This design comes from an exercise in tuning for small area on the open sky130 flow, not from production work. In this exercise RTL edits were held to simulation tests only and were not proved equivalent to the original. Power figures rest on the tool's default switching activity, not on a simulated workload.

## design/flow/config.mk

```make
export PLATFORM = sky130hd
export DESIGN_NAME = nab_axi_xadc_core
export DESIGN_NICKNAME = nab_axi_xadc_core
export VERILOG_FILES = /design/flow/design.v
export SDC_FILE = /design/flow/constraint.sdc
export NUM_CORES = 4
export LEC_CHECK = 0
export CAP_MARGIN = 20
export CORE_MARGIN = 2
export CORE_UTILIZATION = 40
export SLEW_MARGIN = 20
```

## design/flow/constraint.sdc

```tcl
create_clock -name core_clock -period 5.0 [get_ports {S_AXI_ACLK}]
set_input_delay 1.0000 -clock core_clock [delete_from_list [all_inputs] [get_ports {S_AXI_ACLK}]]
set_output_delay 1.0000 -clock core_clock [all_outputs]
set_load 0.01 [all_outputs]
```

## design/flow/design.v

```verilog
`timescale 1ns / 1ps
module axi_cfg_regs
#(
parameter C_S_AXI_ACLK_FREQ_HZ = 100000000,
parameter C_S_AXI_DATA_WIDTH = 32,
parameter C_S_AXI_ADDR_WIDTH = 9 
)
(
    S_AXI_ACLK,     
    S_AXI_ARESETN,  
    S_AXI_AWADDR,   
    S_AXI_AWVALID,  
    S_AXI_AWREADY,  
    S_AXI_ARADDR,   
    S_AXI_ARVALID,  
    S_AXI_ARREADY,  
    S_AXI_WDATA,    
    S_AXI_WSTRB,    
    S_AXI_WVALID,   
    S_AXI_WREADY,   
    S_AXI_RDATA,    
    S_AXI_RRESP,    
    S_AXI_RVALID,   
    S_AXI_RREADY,   
    S_AXI_BRESP,    
    S_AXI_BVALID,   
    S_AXI_BREADY,
    char_select,
    network_output,
    direct_ctrl,
    debug,
    MEASURED_AUX0,
    MEASURED_AUX1,
    MEASURED_AUX2,
    MEASURED_AUX3,
    pwm_clk_div,
    pwm_blk_duty_cycle,
    pwm_clk_counter,
    pmod_dac
);
input [1:0] network_output;
input [11:0] MEASURED_AUX0;
input [11:0] MEASURED_AUX1;
input [11:0] MEASURED_AUX2;
input [11:0] MEASURED_AUX3;
input [31:0] pwm_clk_counter;
input S_AXI_ACLK;   
input S_AXI_ARESETN;
input [C_S_AXI_ADDR_WIDTH - 1:0] S_AXI_AWADDR; 
input S_AXI_AWVALID;
input [C_S_AXI_ADDR_WIDTH - 1:0] S_AXI_ARADDR; 
input S_AXI_ARVALID;
input [C_S_AXI_DATA_WIDTH - 1:0] S_AXI_WDATA;  
input [(C_S_AXI_DATA_WIDTH/8 - 1):0] S_AXI_WSTRB;  
input S_AXI_WVALID; 
input S_AXI_RREADY; 
input S_AXI_BREADY; 
output reg S_AXI_AWREADY; 
output reg S_AXI_ARREADY; 
output reg S_AXI_WREADY;  
output reg [C_S_AXI_DATA_WIDTH - 1:0] S_AXI_RDATA;
output reg [1:0] S_AXI_RRESP;
output reg S_AXI_RVALID;  
output reg [1:0] S_AXI_BRESP;
output reg S_AXI_BVALID;  
output [1:0] char_select;
output [31:0] debug;
output [15:0] direct_ctrl;
output [31:0] pwm_clk_div;
output [31:0] pwm_blk_duty_cycle;
output [31:0] pmod_dac;
reg [1:0] char_select_reg;
reg char_select_reg_addr_valid;
reg [1:0] network_output_reg;
reg network_output_reg_addr_valid;
reg [15:0] direct_ctrl_reg;
reg direct_ctrl_addr_valid;
reg [31:0] debug_reg;
reg  debug_reg_addr_valid;
reg [31:0] pwm_clk_div_reg;
reg pwm_clk_div_reg_addr_valid;
reg [31:0] pwm_blk_duty_cycle_reg;
reg pwm_blk_duty_cycle_reg_addr_valid;
reg [31:0] pwm_blk_clk_cntr_reg;
reg pwm_blk_clk_cntr_reg_addr_valid;
reg pmod_dac_reg_addr_valid;
reg [31:0] pmod_dac_reg;
reg [31:0] MEASURED_AUX0_reg;
reg MEASURED_AUX0_addr_valid;
reg [31:0] MEASURED_AUX1_reg;
reg MEASURED_AUX1_addr_valid;
reg [31:0] MEASURED_AUX2_reg;
reg MEASURED_AUX2_addr_valid;
reg [31:0] MEASURED_AUX3_reg;
reg MEASURED_AUX3_addr_valid;
reg [2:0] current_state;
reg [2:0] next_state;
reg [15:0] local_address;
reg local_address_valid;
wire [1:0] combined_S_AXI_AWVALID_S_AXI_ARVALID;
reg write_enable_registers;
reg send_read_data_to_AXI;
wire Local_Reset;
localparam reset = 0, idle = 1, read_transaction_in_progress = 2, write_transaction_in_progress = 3, complete = 4;
assign Local_Reset = ~S_AXI_ARESETN;
assign combined_S_AXI_AWVALID_S_AXI_ARVALID = {S_AXI_AWVALID, S_AXI_ARVALID};
assign char_select = char_select_reg;
assign debug = debug_reg;
assign direct_ctrl = direct_ctrl_reg;
assign pwm_clk_div = pwm_clk_div_reg;
assign pwm_blk_duty_cycle = pwm_blk_duty_cycle_reg;
assign pmod_dac = pmod_dac_reg;
always @ (posedge S_AXI_ACLK or posedge Local_Reset) begin
    if (Local_Reset)
        current_state <= reset;
    else
        current_state <= next_state;
end
always @(*) begin
    S_AXI_ARREADY = 0;
    S_AXI_RRESP = 2'b00;
    S_AXI_RVALID = 0;
    S_AXI_WREADY = 0;
    S_AXI_BRESP = 2'b00;
    S_AXI_BVALID = 0;
    S_AXI_WREADY = 0;
    S_AXI_AWREADY = 0;
    write_enable_registers = 0;
    send_read_data_to_AXI = 0;
    next_state = current_state;
    case (current_state)
        reset:
            next_state = idle;
        idle:
        begin
            case (combined_S_AXI_AWVALID_S_AXI_ARVALID)
                2'b01:
                    next_state = read_transaction_in_progress;
                2'b10:
                    next_state = write_transaction_in_progress;
            endcase
        end
        read_transaction_in_progress:
        begin
            next_state = read_transaction_in_progress;
            S_AXI_ARREADY = S_AXI_ARVALID;
            S_AXI_RVALID = 1;
            S_AXI_RRESP = 2'b00;
            send_read_data_to_AXI = 1;
            if (S_AXI_RREADY == 1) 
                next_state = complete;
        end
        write_transaction_in_progress:
        begin
            next_state = write_transaction_in_progress;
			write_enable_registers = 1;
            S_AXI_AWREADY = S_AXI_AWVALID;
            S_AXI_WREADY = S_AXI_WVALID;
            S_AXI_BRESP = 2'b00;
            S_AXI_BVALID = 1;
			if (S_AXI_BREADY == 1)
			    next_state = complete;
        end
        complete:
        begin
            case (combined_S_AXI_AWVALID_S_AXI_ARVALID) 
				2'b00:
                     next_state = idle;
				default:
                    next_state = complete;
			endcase;
        end
    endcase
end
always @(*)
begin
    S_AXI_RDATA = 32'b0;
    if (local_address_valid == 1 && send_read_data_to_AXI == 1)
    begin
        case(local_address)
            0:
                S_AXI_RDATA = {30'b0,char_select_reg};
            4:
                S_AXI_RDATA = {30'b0,network_output_reg};
            8:
                S_AXI_RDATA = {16'b0,direct_ctrl_reg};
            12:
                S_AXI_RDATA = debug_reg;
            16:
                S_AXI_RDATA = MEASURED_AUX0_reg;
            20:
                S_AXI_RDATA = MEASURED_AUX1_reg;
            24:
                S_AXI_RDATA = MEASURED_AUX2_reg;
            28:
                S_AXI_RDATA = MEASURED_AUX3_reg;
            32:
                S_AXI_RDATA = pwm_clk_div_reg;
            36:
                S_AXI_RDATA = pwm_blk_duty_cycle_reg;
            40:
                S_AXI_RDATA = pwm_blk_clk_cntr_reg;
            44:
                S_AXI_RDATA = pmod_dac_reg;
            default:
                S_AXI_RDATA = 32'b0;
        endcase;     
    end
end
always  @(posedge S_AXI_ACLK)
begin
    if (Local_Reset)
        local_address <= 0;
    else
    begin
        if (local_address_valid == 1)
        begin
            case (combined_S_AXI_AWVALID_S_AXI_ARVALID)
                2'b10:
                    local_address <= S_AXI_AWADDR[7:0];
                2'b01:     
                    local_address <= S_AXI_ARADDR[7:0];
            endcase
        end
    end
end
always @(*)
begin
    char_select_reg_addr_valid = 0;
    network_output_reg_addr_valid = 0;
    debug_reg_addr_valid = 0;
    direct_ctrl_addr_valid = 0;
    MEASURED_AUX0_addr_valid = 0;
    MEASURED_AUX1_addr_valid = 0;
    MEASURED_AUX2_addr_valid = 0;
    MEASURED_AUX3_addr_valid = 0;
    pwm_clk_div_reg_addr_valid = 0;
    pwm_blk_duty_cycle_reg_addr_valid = 0;
    pwm_blk_clk_cntr_reg_addr_valid = 0;
    pmod_dac_reg_addr_valid = 0;
    local_address_valid = 1;
    if (write_enable_registers)
    begin
        case (local_address)
            0:
                char_select_reg_addr_valid = 1;
            4:
                network_output_reg_addr_valid = 1;
            8:
                direct_ctrl_addr_valid = 1;
            12:
                debug_reg_addr_valid = 1;
            16:
                MEASURED_AUX0_addr_valid = 1;
            20:
                MEASURED_AUX1_addr_valid = 1;
            24:
                MEASURED_AUX2_addr_valid = 1;
            28:
                MEASURED_AUX3_addr_valid = 1;
            32:
                pwm_clk_div_reg_addr_valid = 1;
            36:
                pwm_blk_duty_cycle_reg_addr_valid = 1;
            40:
                pwm_blk_clk_cntr_reg_addr_valid = 1;
            44:
                pmod_dac_reg_addr_valid = 1;
            default:
                local_address_valid = 0;
        endcase
    end
end
always @(posedge S_AXI_ACLK, posedge Local_Reset)
begin
    if (Local_Reset)
        char_select_reg <= 0;
    else
    begin
        if(char_select_reg_addr_valid)
            char_select_reg <= S_AXI_WDATA[1:0];
    end
end
always @(posedge S_AXI_ACLK)
begin
    network_output_reg <= network_output;
end
always @(posedge S_AXI_ACLK, posedge Local_Reset)
begin
    if (Local_Reset)
        direct_ctrl_reg <= 0;
    else
    begin
        if(direct_ctrl_addr_valid)
            direct_ctrl_reg <= S_AXI_WDATA;
    end
end
always @(posedge S_AXI_ACLK, posedge Local_Reset)
begin
    if (Local_Reset)
        debug_reg <= 0;
    else
    begin
        if(debug_reg_addr_valid)
            debug_reg <= S_AXI_WDATA;
    end
end
always @(posedge S_AXI_ACLK)
begin
    MEASURED_AUX0_reg <= {20'b0,MEASURED_AUX0};
end
always @(posedge S_AXI_ACLK)
begin
    MEASURED_AUX1_reg <= {20'b0,MEASURED_AUX1};
end
always @(posedge S_AXI_ACLK)
begin
    MEASURED_AUX2_reg <= {20'b0,MEASURED_AUX2};
end
always @(posedge S_AXI_ACLK)
begin
    MEASURED_AUX3_reg <= {20'b0,MEASURED_AUX3};
end
always @(posedge S_AXI_ACLK, posedge Local_Reset)
begin
    if (Local_Reset)
        pwm_clk_div_reg <= 0;
    else
    begin
        if(pwm_clk_div_reg_addr_valid)
            pwm_clk_div_reg <= S_AXI_WDATA;
    end
end
always @(posedge S_AXI_ACLK, posedge Local_Reset)
begin
    if (Local_Reset)
        pwm_blk_duty_cycle_reg <= 0;
    else
    begin
        if(pwm_blk_duty_cycle_reg_addr_valid)
            pwm_blk_duty_cycle_reg <= S_AXI_WDATA;
    end
end
always @(posedge S_AXI_ACLK)
begin
    pwm_blk_clk_cntr_reg <= pwm_clk_counter;
end
always @(posedge S_AXI_ACLK, posedge Local_Reset)
begin
    if (Local_Reset)
        pmod_dac_reg <= 0;
    else
    begin
        if(pmod_dac_reg_addr_valid)
            pmod_dac_reg <= S_AXI_WDATA;
    end
end
endmodule
`timescale 1ns / 1ps
module xadc_interface
(
   clk, 
   rst,
   network_output,
   DADDR,
   DEN,
   DI,
   DWE,
   BUSY,
   DO,
   DRDY,
   EOS,
   MEASURED_AUX0,
   MEASURED_AUX1,
   MEASURED_AUX2,
   MEASURED_AUX3
);
input clk;
input rst;
input BUSY;
input [15:0] DO;
input DRDY;
input EOS;
output reg [1:0] network_output;
output reg [6:0] DADDR;
output reg DEN;
output [15:0] DI;
assign DI = 0;
output DWE;
assign DWE = 0;
output reg [11:0] MEASURED_AUX0;
output reg [11:0] MEASURED_AUX1;
output reg [11:0] MEASURED_AUX2;
output reg [11:0] MEASURED_AUX3;
localparam VAUXP0_ADDR = 7'h10;
localparam VAUXP1_ADDR = 7'h11;
localparam VAUXP2_ADDR = 7'h12;
localparam VAUXP3_ADDR = 7'h13;
parameter       reset       = 8'h00,
                read_reg10      = 8'h01,
                reg10_waitdrdy  = 8'h02,
                read_reg11      = 8'h03,
                reg11_waitdrdy  = 8'h04,
                read_reg12      = 8'h05,
                reg12_waitdrdy  = 8'h06,
                read_reg13      = 8'h07,
                reg13_waitdrdy  = 8'h08,
                init_read  = 8'h09,
                read_waitdrdy  = 8'h0A;
reg [3:0] next_state;
reg [3:0] current_state;
reg [11:0] max_value;
reg [1:0] temp_network_output_reg;
reg MEASURED_AUX0_valid;
reg MEASURED_AUX1_valid;
reg MEASURED_AUX2_valid;
reg MEASURED_AUX3_valid;
reg network_output_valid;
reg max_value_valid;
always @(posedge clk, posedge rst)
begin
    if (rst)
        current_state <= reset;
    else
        current_state <= next_state;
end
always @(posedge clk, posedge rst)
begin
   if (rst)
      MEASURED_AUX0 <= 0;
   else if (MEASURED_AUX0_valid)
      MEASURED_AUX0 <= DO[15:4];
end
always @(posedge clk, posedge rst)
begin
   if (rst)
      MEASURED_AUX1 <= 0;
   else if (MEASURED_AUX1_valid)
      MEASURED_AUX1 <= DO[15:4];
end
always @(posedge clk, posedge rst)
begin
   if (rst)
      MEASURED_AUX2 <= 0;
   else if (MEASURED_AUX2_valid)
      MEASURED_AUX2 <= DO[15:4];
end
always @(posedge clk, posedge rst)
begin
   if (rst)
      MEASURED_AUX3 <= 0;
   else if (MEASURED_AUX3_valid)
      MEASURED_AUX3 <= DO[15:4];
end
always @(posedge clk, posedge rst)
begin
   if (rst)
      network_output <= 0;
   else if (network_output_valid)
      network_output <= temp_network_output_reg;
end
always @(posedge clk, posedge rst)
begin
   if (rst)
      max_value <= 0;
   else if (max_value_valid)
      max_value <= DO[15:4];
end
always @(*)
begin
   next_state = current_state;
   case (current_state)
      reset:
      begin
         next_state = read_reg10;
      end
      read_reg10 : begin
         if (EOS) begin
            next_state   = reg10_waitdrdy;
         end
      end
      reg10_waitdrdy : 
      begin
         if (DRDY == 1)  	begin
            next_state = read_reg11;
         end
         else begin
            next_state = current_state;          
         end
      end
      read_reg11 : begin
         next_state   = reg11_waitdrdy;
      end
      reg11_waitdrdy : 
      begin
         if (DRDY ==1)  	begin
            next_state = read_reg12;
            end
         else begin
            next_state = current_state;          
         end
      end
      read_reg12 : begin
         next_state   = reg12_waitdrdy;
      end
      reg12_waitdrdy :
      begin
         if (DRDY ==1)  	begin
            next_state = read_reg13;
         end
         else begin
            next_state = current_state;          
         end
      end
      read_reg13 : begin
         next_state   = reg13_waitdrdy;
      end
      reg13_waitdrdy :
      begin
         if (DRDY ==1) begin
            next_state = read_reg10;
         end
         else begin
            next_state = current_state;          
         end
      end
      default:
         next_state = reset;
    endcase 
end
always @(posedge clk, posedge rst)
begin
   if (rst) begin
      DEN <= 0;
      DADDR <= 0;
      MEASURED_AUX0_valid <= 0;
      MEASURED_AUX1_valid <= 0;
      MEASURED_AUX2_valid <= 0;
      MEASURED_AUX3_valid <= 0;
      network_output_valid <= 0;
      max_value_valid <= 0;
      temp_network_output_reg <= 0;
   end
   else begin
   DEN <= 0;
   DADDR <= 0;
   MEASURED_AUX0_valid <= 0;
   MEASURED_AUX1_valid <= 0;
   MEASURED_AUX2_valid <= 0;
   MEASURED_AUX3_valid <= 0;
   network_output_valid <= 0;
   max_value_valid <= 0;
   case (current_state)
      read_reg10 : begin
         if (EOS) begin
            DADDR   <= VAUXP0_ADDR;
            DEN <= 1;  
         end
         else
            network_output_valid <= 1;
      end
      reg10_waitdrdy : 
      begin
         DEN <= 0;
         if (DRDY == 1)  	begin
            MEASURED_AUX0_valid <= 1; 
            max_value_valid <= 1;
            temp_network_output_reg <= 2'b00;
         end
      end
      read_reg11 : begin
         DADDR   <= VAUXP1_ADDR;
         DEN <= 1;  
      end
      reg11_waitdrdy : 
      begin
         DEN <= 0;
         if (DRDY ==1)  	begin
            MEASURED_AUX1_valid <= 1;
            if (DO[15:4] > max_value)
            begin
               max_value_valid <= 1;
               temp_network_output_reg <= 2'b01;
            end
         end
      end
      read_reg12 : begin
         DADDR   <= VAUXP2_ADDR;
         DEN <= 1;  
      end
      reg12_waitdrdy :
      begin
         DEN <= 0;
         if (DRDY ==1)  	begin
            MEASURED_AUX2_valid <= 1; 
            if (DO[15:4] > max_value)
            begin
               max_value_valid <= 1;
               temp_network_output_reg <= 2'b10;
            end
         end
      end
      read_reg13 : begin
         DADDR   <= VAUXP3_ADDR;
         DEN <= 1;  
      end
      reg13_waitdrdy :
      begin
         DEN <= 0;
         if (DRDY ==1) begin
            MEASURED_AUX3_valid <= 1;
            if (DO[15:4] > max_value)
            begin
               DEN <= 2'b0;
               max_value_valid <= 1;
               temp_network_output_reg <= 2'b11;
            end 
            DADDR   <= 7'h00;
         end
      end
    endcase
   end 
end
endmodule
`timescale 1ns / 1ps
module nab_axi_xadc_core
#(
parameter C_S_AXI_ACLK_FREQ_HZ = 100000000,
parameter C_S_AXI_DATA_WIDTH = 32,
parameter C_S_AXI_ADDR_WIDTH = 9
)
(
    input S_AXI_ACLK,
    input S_AXI_ARESETN,
    input [C_S_AXI_ADDR_WIDTH - 1:0] S_AXI_AWADDR,
    input S_AXI_AWVALID,
    output S_AXI_AWREADY,
    input [C_S_AXI_ADDR_WIDTH - 1:0] S_AXI_ARADDR,
    input S_AXI_ARVALID,
    output S_AXI_ARREADY,
    input [C_S_AXI_DATA_WIDTH - 1:0] S_AXI_WDATA,
    input [(C_S_AXI_DATA_WIDTH/8)-1:0] S_AXI_WSTRB,
    input S_AXI_WVALID,
    output S_AXI_WREADY,
    output [C_S_AXI_DATA_WIDTH - 1:0] S_AXI_RDATA,
    output [1:0] S_AXI_RRESP,
    output S_AXI_RVALID,
    input S_AXI_RREADY,
    output [1:0] S_AXI_BRESP,
    output S_AXI_BVALID,
    input S_AXI_BREADY,
    output [6:0] DADDR,
    output DEN,
    output [15:0] DI,
    output DWE,
    input BUSY,
    input [15:0] DO,
    input DRDY,
    input EOS,
    input [4:0] XADC_MUXADDR_local,
    output [3:0] XADC_MUXADDR,
    input [31:0] pwm_clk_counter,
    output [1:0] char_select,
    output [1:0] network_output,
    output [15:0] direct_ctrl,
    output [31:0] debug,
    output [31:0] pwm_clk_div,
    output [31:0] pwm_blk_duty_cycle,
    output [31:0] pmod_dac
);
wire RESET;
wire [11:0] MEASURED_AUX0;
wire [11:0] MEASURED_AUX1;
wire [11:0] MEASURED_AUX2;
wire [11:0] MEASURED_AUX3;
assign RESET = ~S_AXI_ARESETN;
assign XADC_MUXADDR[0] = debug[4] ? ((XADC_MUXADDR_local[1:0] == 2'b00) ? 1'b1 : 1'b0): XADC_MUXADDR_local[0];
assign XADC_MUXADDR[1] = debug[4] ? ((XADC_MUXADDR_local[1:0] == 2'b01) ? 1'b1 : 1'b0): XADC_MUXADDR_local[1];
assign XADC_MUXADDR[2] = debug[4] ? ((XADC_MUXADDR_local[1:0] == 2'b10) ? 1'b1 : 1'b0): XADC_MUXADDR_local[2];
assign XADC_MUXADDR[3] = debug[4] ? ((XADC_MUXADDR_local[1:0] == 2'b11) ? 1'b1 : 1'b0): debug[5];
axi_cfg_regs
#(
    C_S_AXI_ACLK_FREQ_HZ,
    C_S_AXI_DATA_WIDTH,
    C_S_AXI_ADDR_WIDTH
)
axi_cfg_regs
(
    .char_select(char_select),
    .network_output(network_output),
    .MEASURED_AUX0(MEASURED_AUX0),
    .MEASURED_AUX1(MEASURED_AUX1),
    .MEASURED_AUX2(MEASURED_AUX2),
    .MEASURED_AUX3(MEASURED_AUX3),
    .debug(debug),
    .direct_ctrl(direct_ctrl),
    .pwm_clk_div(pwm_clk_div),
    .pwm_blk_duty_cycle(pwm_blk_duty_cycle),
    .pwm_clk_counter(pwm_clk_counter),
    .pmod_dac(pmod_dac),
    .S_AXI_ACLK(S_AXI_ACLK),
    .S_AXI_ARESETN(S_AXI_ARESETN),
    .S_AXI_AWADDR(S_AXI_AWADDR),
    .S_AXI_AWVALID(S_AXI_AWVALID),
    .S_AXI_AWREADY(S_AXI_AWREADY),
    .S_AXI_ARADDR(S_AXI_ARADDR),
    .S_AXI_ARVALID(S_AXI_ARVALID),
    .S_AXI_ARREADY(S_AXI_ARREADY),
    .S_AXI_WDATA(S_AXI_WDATA),
    .S_AXI_WSTRB(S_AXI_WSTRB),
    .S_AXI_WVALID(S_AXI_WVALID),
    .S_AXI_WREADY(S_AXI_WREADY),
    .S_AXI_RDATA(S_AXI_RDATA),
    .S_AXI_RRESP(S_AXI_RRESP),
    .S_AXI_RVALID(S_AXI_RVALID),
    .S_AXI_RREADY(S_AXI_RREADY),
    .S_AXI_BRESP(S_AXI_BRESP),
    .S_AXI_BVALID(S_AXI_BVALID),
    .S_AXI_BREADY(S_AXI_BREADY)
);
xadc_interface xadc_interface(
    .clk(S_AXI_ACLK),
    .rst(RESET),
    .network_output(network_output),
    .DADDR(DADDR),
    .DEN(DEN),
    .DI(DI),
    .DWE(DWE),
    .BUSY(BUSY),
    .DO(DO),
    .DRDY(DRDY),
    .EOS(EOS),
    .MEASURED_AUX0(MEASURED_AUX0),
    .MEASURED_AUX1(MEASURED_AUX1),
    .MEASURED_AUX2(MEASURED_AUX2),
    .MEASURED_AUX3(MEASURED_AUX3)
);
endmodule
```

## design/flow/run.sh

```bash
#!/bin/bash
# synth_recipe.tcl (not shown) runs the flow's synth.tcl, then flattens the netlist and writes it again
# the make line also repeats each setting of config.mk as NAME=value (left out here)
make -C /OpenROAD-flow-scripts/flow DESIGN_CONFIG=/design/flow/config.mk WORK_HOME=/design/flow/orfs CLKGATE_MAP_FILE= SYNTH_SCRIPT=/design/flow/synth_recipe.tcl finish
```

==> results.yml, run 1 <==
sta:
  fin_hold_ws_ps: 361.4
  fin_crit_ps: 4538
  rsz0062_at_grt: "false"
  max_slew_margin_pct: 29.40
  fin_crit_sh_pct: 90.76
  finalClockSkew_ps: 8.624
  finalWorstSetupSlack_ps: 462.0
  fmax_ghz: 0.2204
  finalHoldViolations: 0
  finalSetupViolCount: 0
  tightest_slew_ps: 1055
  setup-tns-final_ps: 0
  drv_slew: 0
clocking:
  cts.hold.buffers_added: 0
  cts_setup_buffers: 0
  clk_pin_slew_worst_paths_ps: 60
  post_cts_resized: 0
  cts.sinks: 317
  cts_tree: "done"
  insertion_delay_ps: 510
  numCtsBuffers: 37
  htreeDepth: 2
  cts-root-buf: "clkbuf_16"
  clk_path_buf_depth: 3
route:
  wire_per_inst_um: 21.13
  dr_total_vias: 9131
  drtPass1Iterations: 5
  drtIter0Drc: 433
  drc: 0
  drt_wl_total_um: 37430
  ant_nets: 0
  vias_per_cell: 5.156
setup_path:
  cp_max_fo: 23
  critPathMaxStageDelay_ps: 640
  crit_required_ps: 4000
  cp-start-kind: "flip-flop"
  cp_cell_sequence: "or4_1 -> a21oi_2 -> nand3_2 -> a21oi_1 -> clkdlybuf4s50_1"
  critPathTopFamily: "simple AND/OR/NAND/NOR gates"
  critPathBufInv: 1
  arrival_ps: 3540
  slowest_stage: "clkdlybuf4s50_1"
  worstSetupPathType: "reg -> out"
  cp-end-kind: "output pin"
logic_synthesis:
  synth_edf_count: 0
  ys_types: 64
  postSynthAreaPerCell_um2: 13.19
  synth_warnings: 2
  ys.flop_type: "dfrtp_1"
  syn-instance-count: 1006
  ys_ff_latch: 317
  async_flop_share_pct: 71.61
  syn_area_um2: 13270
  yosysSeqAreaShare_pct: 56.39
global_route:
  grt_use_total_pct: 21.31
  grt_overflow_total: 0
  grt_pass1_vias: 9068
  antenna_found_initial: 0
  grt_max_degree: 113
  grt_pass1_wl_um: 55600
layout:
  utilization_pct: 54.61
  stdcell_count: 1771
  syn_to_final_growth_pct: 34.25
  diodes: 0
  nets: 1432
  fillers: 2787
  fin_area_um2: 17810
  drive_gt1_share_pct: 20.69
floorplanning:
  die_area_um2: 34640
  die_w_um: 186.1
  core-area_um2: 32620
  fp-row-count: 66
  die_y_um: 186.1
  initial_core_util_pct: 40.68
  io_pins: 335
job:
  maxCapViolCount: 0
place:
  gp_congestion: 0.8026
  dpl.cell_count: 1703
  place_ws_ps: 938.1
  place_hpwl_um: 26560
  place_area_um2: 16570
  portBuffers: 296
power_and_ir_drop:
  power.total_mw: 9.125
  p_leak_nw: 7.376
  max-vdd-ir-drop_mv: 0.3136
  pwr_density_cell_nw_per_um2: 512.3
hold_path:
  hold_path.class: "reg -> reg"
run_status:
  status: "finished clean"
==> per-layer routing <==
layer	up-vias	wire (um)	track usage [%]
li1	4156	-	-
met1	4618	15290	27.05
met2	307	18540	36.89
met3	50	2986	5.381
met4	0	611	4.441
met5	-	0	0
==> logic make-up after synthesis <==
| group | synth area share [%] |
|---|---|
| compound gates | 5.837 |
| simple gates | 7.016 |
| other cells | 0.02826 |
| buf+inv | 4.300 |
| flops | 56.39 |
| fa+ha+maj | 1.490 |
| mux | 24.87 |
| xor+xnor | 0.06602 |
==> worst reg2reg max path, cell delays in order (launching register included) <==
cell     delay, ps
dfxtp_4        530
nor4_2         610
nand2_2        800
mux2_1         580
==> cell type report <==
| class | instances | area, um2 | share of cell area, % |
|---|---|---|---|
| flip-flops and latches | 317 | 7491 | 42.06 |
| clock buffers | 60 | 1165 | 6.540 |
| inverters | 25 | 93.84 | 0.5268 |
| multi-input cells | 606 | 5314 | 29.83 |
| well taps | 442 | 553.0 | 3.105 |
| clock inverters | 8 | 75.07 | 0.4215 |
| repair buffers | 313 | 3120 | 17.52 |
==> layout by cell type, fill, tap and decap left out, types with 3 or more instances in the layout <==
cell,synthesis,layout
a21oi_1,20,20
a22oi_1,25,25
a31oi_1,6,6
a32oi_1,4,4
and2_1,4,4
buf_4,32,15
clkbuf_1,18,10
clkbuf_16,0,39
clkbuf_8,0,11
clkdlybuf4s50_1,0,295
clkinv_2,0,4
conb_1,1,25
dfrtp_1,227,227
dfxtp_1,90,87
ha_1,15,15
inv_1,25,25
mux2_1,69,69
mux2_2,148,148
mux2i_1,18,18
mux4_2,30,30
nand2_1,53,52
nand2_2,3,4
nand2b_1,8,8
nand3_1,22,22
nand4_1,5,5
nor2_1,41,41
nor2b_1,9,9
nor3_1,5,5
nor3b_1,3,3
nor4_1,3,3
o21ai_0,42,42
o22ai_1,4,4
==> worst paths after layout <==
path	from	endpoint	slack, ps	cells after the start
setup / recovery	axi_cfg_regs.local_address[0]$_SDFFE_PN0P_	S_AXI_RDATA[30]	460	5
hold / removal	xadc_interface.MEASURED_AUX3[0]$_DFFE_PN0P_	axi_cfg_regs.MEASURED_AUX3_reg[0]$_DFF_P_	360	0
setup reg to reg	axi_cfg_regs.local_address[3]$_SDFFE_PN0P_	axi_cfg_regs.pwm_clk_div_reg[22]$_DFFE_PN0P_	2340	3
hold reg to reg	xadc_interface.MEASURED_AUX3[0]$_DFFE_PN0P_	axi_cfg_regs.MEASURED_AUX3_reg[0]$_DFF_P_	360	0
max in group asynchronous	S_AXI_ARESETN	axi_cfg_regs.debug_reg[9]$_DFFE_PN0P_	3650	2
min in group asynchronous	S_AXI_ARESETN	axi_cfg_regs.pwm_blk_duty_cycle_reg[23]$_DFFE_PN0P_	370	1
==> Yosys cell counts (all sizes together), types with 18 or more instances <==
master  count  area share, %
nor2       43            1.3
o21ai      43            1.7
mux2      217             18
dfrtp     227             43
dfxtp      90             14
clkbuf     19           0.55
a21oi      21           0.82
nand2      56            1.6
a22oi      25            1.4
mux2i      18            1.4
buf        63            3.0
mux4       30            5.1
nand3      23           0.91
inv        25           0.71
==> power by group <==
group          switching [mW]  internal, mW
Sequential              0.552          3.37
Combinational            1.06          1.46
Clock                    1.04          1.65
Total                    2.64          6.48
==> inputs of run 2 (changes only) <==
==> design/flow/flow/run.sh (new file) <==
#!/bin/bash
# Standard ORFS layout, with plain buf_1 cells as the port buffers.
set -euo pipefail
bash standard.sh "BUFFER_PORTS_ARGS=-buffer_cell sky130_fd_sc_hd__buf_1" finish > standard_flow.log 2>&1
==> design/flow/standard.sh (new file) <==
#!/bin/bash
# synth_recipe.tcl (not shown) runs the flow's synth.tcl, then flattens the netlist and writes it again
# the make line also repeats each setting of config.mk as NAME=value (left out here)
make -C /OpenROAD-flow-scripts/flow DESIGN_CONFIG=/design/flow/config.mk WORK_HOME=/design/flow/orfs CLKGATE_MAP_FILE= SYNTH_SCRIPT=/design/flow/synth_recipe.tcl "${@:-finish}"
removed: design/flow/run.sh
==> run 2 against run 1 <==
  * Non-clock buffer count shrank 5
  * Maximum frequency rose by 9.6%
  * Via count is 1.1% lower
  * Clock skew grew 5.9 ps
  * Sequential share of layout area increased by 5.1 points
  * Final area down 11%
  * Register-to-register slack worse by 140 ps
  * Setup slack improved by 400 ps
  * Sequential power about the same
  * Sequential cell count is the same
  * Largest cell class unchanged
  * Largest power group unchanged
  * Highest routed layer is now met5
==> results.yml, run 2 <==
route:
  ant_nets: 0
  wire_per_inst_um: 20.51
  drtPass1Iterations: 4
  drt_wl_total_um: 36170
  drtIter0Drc: 435
  drc: 0
  vias_per_cell: 5.118
  dr_total_vias: 9028
setup_path:
  startpoint: "axi_cfg_regs.local_address[0]$_SDFFE_PN0P_"
  crit_cells: 5
  worstSetupPathType: "reg -> out"
  cp-start-kind: "flip-flop"
  r2r_start: "axi_cfg_regs.current_state[2]$_DFFE_PN0P_"
  critPathTopFamily: "simple AND/OR/NAND/NOR gates"
  cp_cell_sequence: "or4_1 -> a21oi_2 -> nand3_2 -> o22ai_1 -> buf_1"
  slowest_stage: "or4_1"
  arrival_ps: 3140
  rr_worst_depth: 4
  critPathMaxStageDelay_ps: 620
  cp_max_fo: 23
  cp-end-kind: "output pin"
  critPathBufInv: 1
  crit_required_ps: 4000
  reg2reg_slack_ps: 2200
layout:
  fillers: 2935
  nets: 1426
  final_cell_mix: "295 x buf_1, 227 x dfrtp_1, 148 x mux2_2"
  syn_to_final_growth_pct: 19.73
  drive_gt1_share_pct: 20.27
  register_area_um2: 7491
  multi_input_area_um2: 5319
  layout_commonest_cell: "buf_1"
  diodes: 0
logic_synthesis:
  synth_top_area_share_pct: 42.81
  synth.most_common_cell: "dfrtp_1"
  synth_area_leaders: "dfrtp_1 43%, dfxtp_1 14%, mux2_2 13%"
  synth_top_area_cell: "dfrtp_1"
  yosysSeqAreaShare_pct: 56.39
  syn_area_um2: 13270
  syn-instance-count: 1006
  ys.flop_type: "dfrtp_1"
  async_flop_share_pct: 71.61
  synth_warnings: 2
  ys_types: 64
  yosys-top-cells-count: "227 x dfrtp_1, 148 x mux2_2, 90 x dfxtp_1, 69 x mux2_1, 53 x nand2_1"
  ys_ff_latch: 317
  synth_edf_count: 0
  postSynthAreaPerCell_um2: 13.19
clocking:
  cts.hold.buffers_added: 0
  clk_path_buf_depth: 3
  cts_tree: "done"
  insertion_delay_ps: 510
  cts-root-buf: "clkbuf_16"
  clk_pin_slew_worst_paths_ps: 60
  cts.sinks: 317
  numCtsBuffers: 36
  post_cts_resized: 0
  htreeDepth: 2
  cts_setup_buffers: 0
sta:
  finalClockSkew_ps: 14.54
  rsz0062_at_grt: "false"
  fin_crit_ps: 4139
  fin_crit_sh_pct: 82.78
  finalSetupViolCount: 0
  fmax_ghz: 0.2416
  finalHoldViolations: 0
  drv_slew: 0
  max_slew_margin_pct: 22.87
  tightest_slew_ps: 1153
  setup-tns-final_ps: 0
  fin_hold_ws_ps: 364.0
floorplanning:
  fp-row-count: 66
  die_w_um: 186.1
  die_y_um: 186.1
  core-area_um2: 32620
  die_area_um2: 34640
  io_pins: 335
  initial_core_util_pct: 40.68
job:
  maxCapViolCount: 0
global_route:
  grt_pass1_vias: 9084
  grt_pass1_wl_um: 53500
  antenna_found_initial: 1
  grt_max_degree: 136
  grt_overflow_total: 0
  grt_use_total_pct: 20.31
power_and_ir_drop:
  pwr_density_cell_nw_per_um2: 539.1
  max-vdd-ir-drop_mv: 0.3437
  p_leak_nw: 6.575
place:
  portBuffers: 296
  place_hpwl_um: 25550
  gp_congestion: 0.7687
hold_path:
  hold_path.class: "reg -> reg"
  hold_start: "xadc_interface.MEASURED_AUX1[3]$_DFFE_PN0P_"
  hold_depth: 0
run_status:
  status: "finished clean"
## run 2: cell types whose count changed in the layout (fill, tap and decap cells not counted), sizes merged
cell	previous run	this run
buf	18	307
clkinvlp	1	4
clkbuf	60	55
clkdlybuf4s50	295	0
bufinv	1	2
## run 2: routing by layer
metal | global-route usage [%] | up-vias | part of all wire (%)
li1 | - | 4142 | -
met1 | 25.33 | 4517 | 41
met2 | 35.42 | 303 | 50
met3 | 4.911 | 64 | 7.2
met4 | 5.134 | 2 | 2.2
met5 | 0 | - | 0.033
## run 2: through the flow
stage          setup slack, ps  total power, mW  cells  util [%]  area [um2]
2_1_floorplan             2225            5.201   1030         -       13360
3_5_place_dp              1354            6.011   1698     45.01       14680
4_1_cts                  798.0            8.670   1764     48.68       15880
3_3_place_gp              1409            5.950   1698     45.01       14680
5_1_grt                  697.3            9.061   1764     48.70       15890
6_report                 861.0            8.564   1764     48.70       15890
## run 2: where the power goes
group	internal [mW]	total [mW]	switching, mW
sequential	3.37	3.91	0.537
clock	1.59	2.63	1.04
combinational	0.968	2.03	1.06
## run 2: cell type report
class                      instances  share of cell area (%)
clock buffer                      54                   6.742
clock inverter                    12                  0.8034
inverter                          25                  0.5907
multi-input combinational        606                   33.48
sequential                       317                   47.16
tap                              442                   3.481
timing repair buffer             308                   7.743
## run 2: kinds of logic (layout without fill, tap and decap cells)
logic type               after synthesis  in the layout  share of synthesized area (%)
XOR/XNOR                               1              1                        0.06602
AO/OA/AOI/OAI                        122            122                          5.837
buffers and inverters                107            399                          4.300
multiplexers                         265            265                          24.87
flip-flops                           317            317                          56.39
other                                  1             25                        0.02826
AND/OR/NAND/NOR                      177            177                          7.016
adder cells (fa/ha/maj)               16             16                          1.490
## run 2: final timing paths
check / end
max in group asynchronous: axi_cfg_regs.debug_reg[9]$_DFFE_PN0P_
min reg2reg: axi_cfg_regs.MEASURED_AUX1_reg[3]$_DFF_P_
max reg2reg: axi_cfg_regs.pwm_clk_div_reg[27]$_DFFE_PN0P_
min in group asynchronous: axi_cfg_regs.pwm_blk_duty_cycle_reg[24]$_DFFE_PN0P_
max: S_AXI_RDATA[7]
min: axi_cfg_regs.MEASURED_AUX1_reg[3]$_DFF_P_
## run 2: worst register-to-register path, stage by stage, from the launching register on
cell and delay (ps):
dfrtp_1 460, nand3b_1 550, nor2_2 360, nand2_2 690, mux2_1 620

-- separate check: timing with driven ports --
The results above use ideal ports. As a check the final layouts listed here were re-extracted and re-timed, cells and wires unchanged.
Step 1: set_driving_cell puts a clkbuf_16 on S_AXI_ACLK and a buf_2 on each other input, an assumption about the parent block.
Step 2 adds t to the input delays and takes it off the output delays; t is the mean of the earliest and latest rising clock arrival at the registers after step 1. Input paths then give back, and output paths get back, about the clock's delay inside the block.
a / b / c = ideal ports / drivers / drivers and shift; a / b = the first two.
| run | shift t [ns] | slack for setup (ns) | latest minus earliest clock arrival (ns) | worst data-port slew with drivers (ns) |
|---|---|---|---|---|
| run 1 | 0.554 | 0.462 / 0.414 / 0.968 | 0.013 / 0.012 | 0.09 |
| run 2 | 0.546 | 0.861 / 0.815 / 1.361 | 0.015 / 0.014 | 0.08 |
After both steps setup and hold are still met in every run listed.
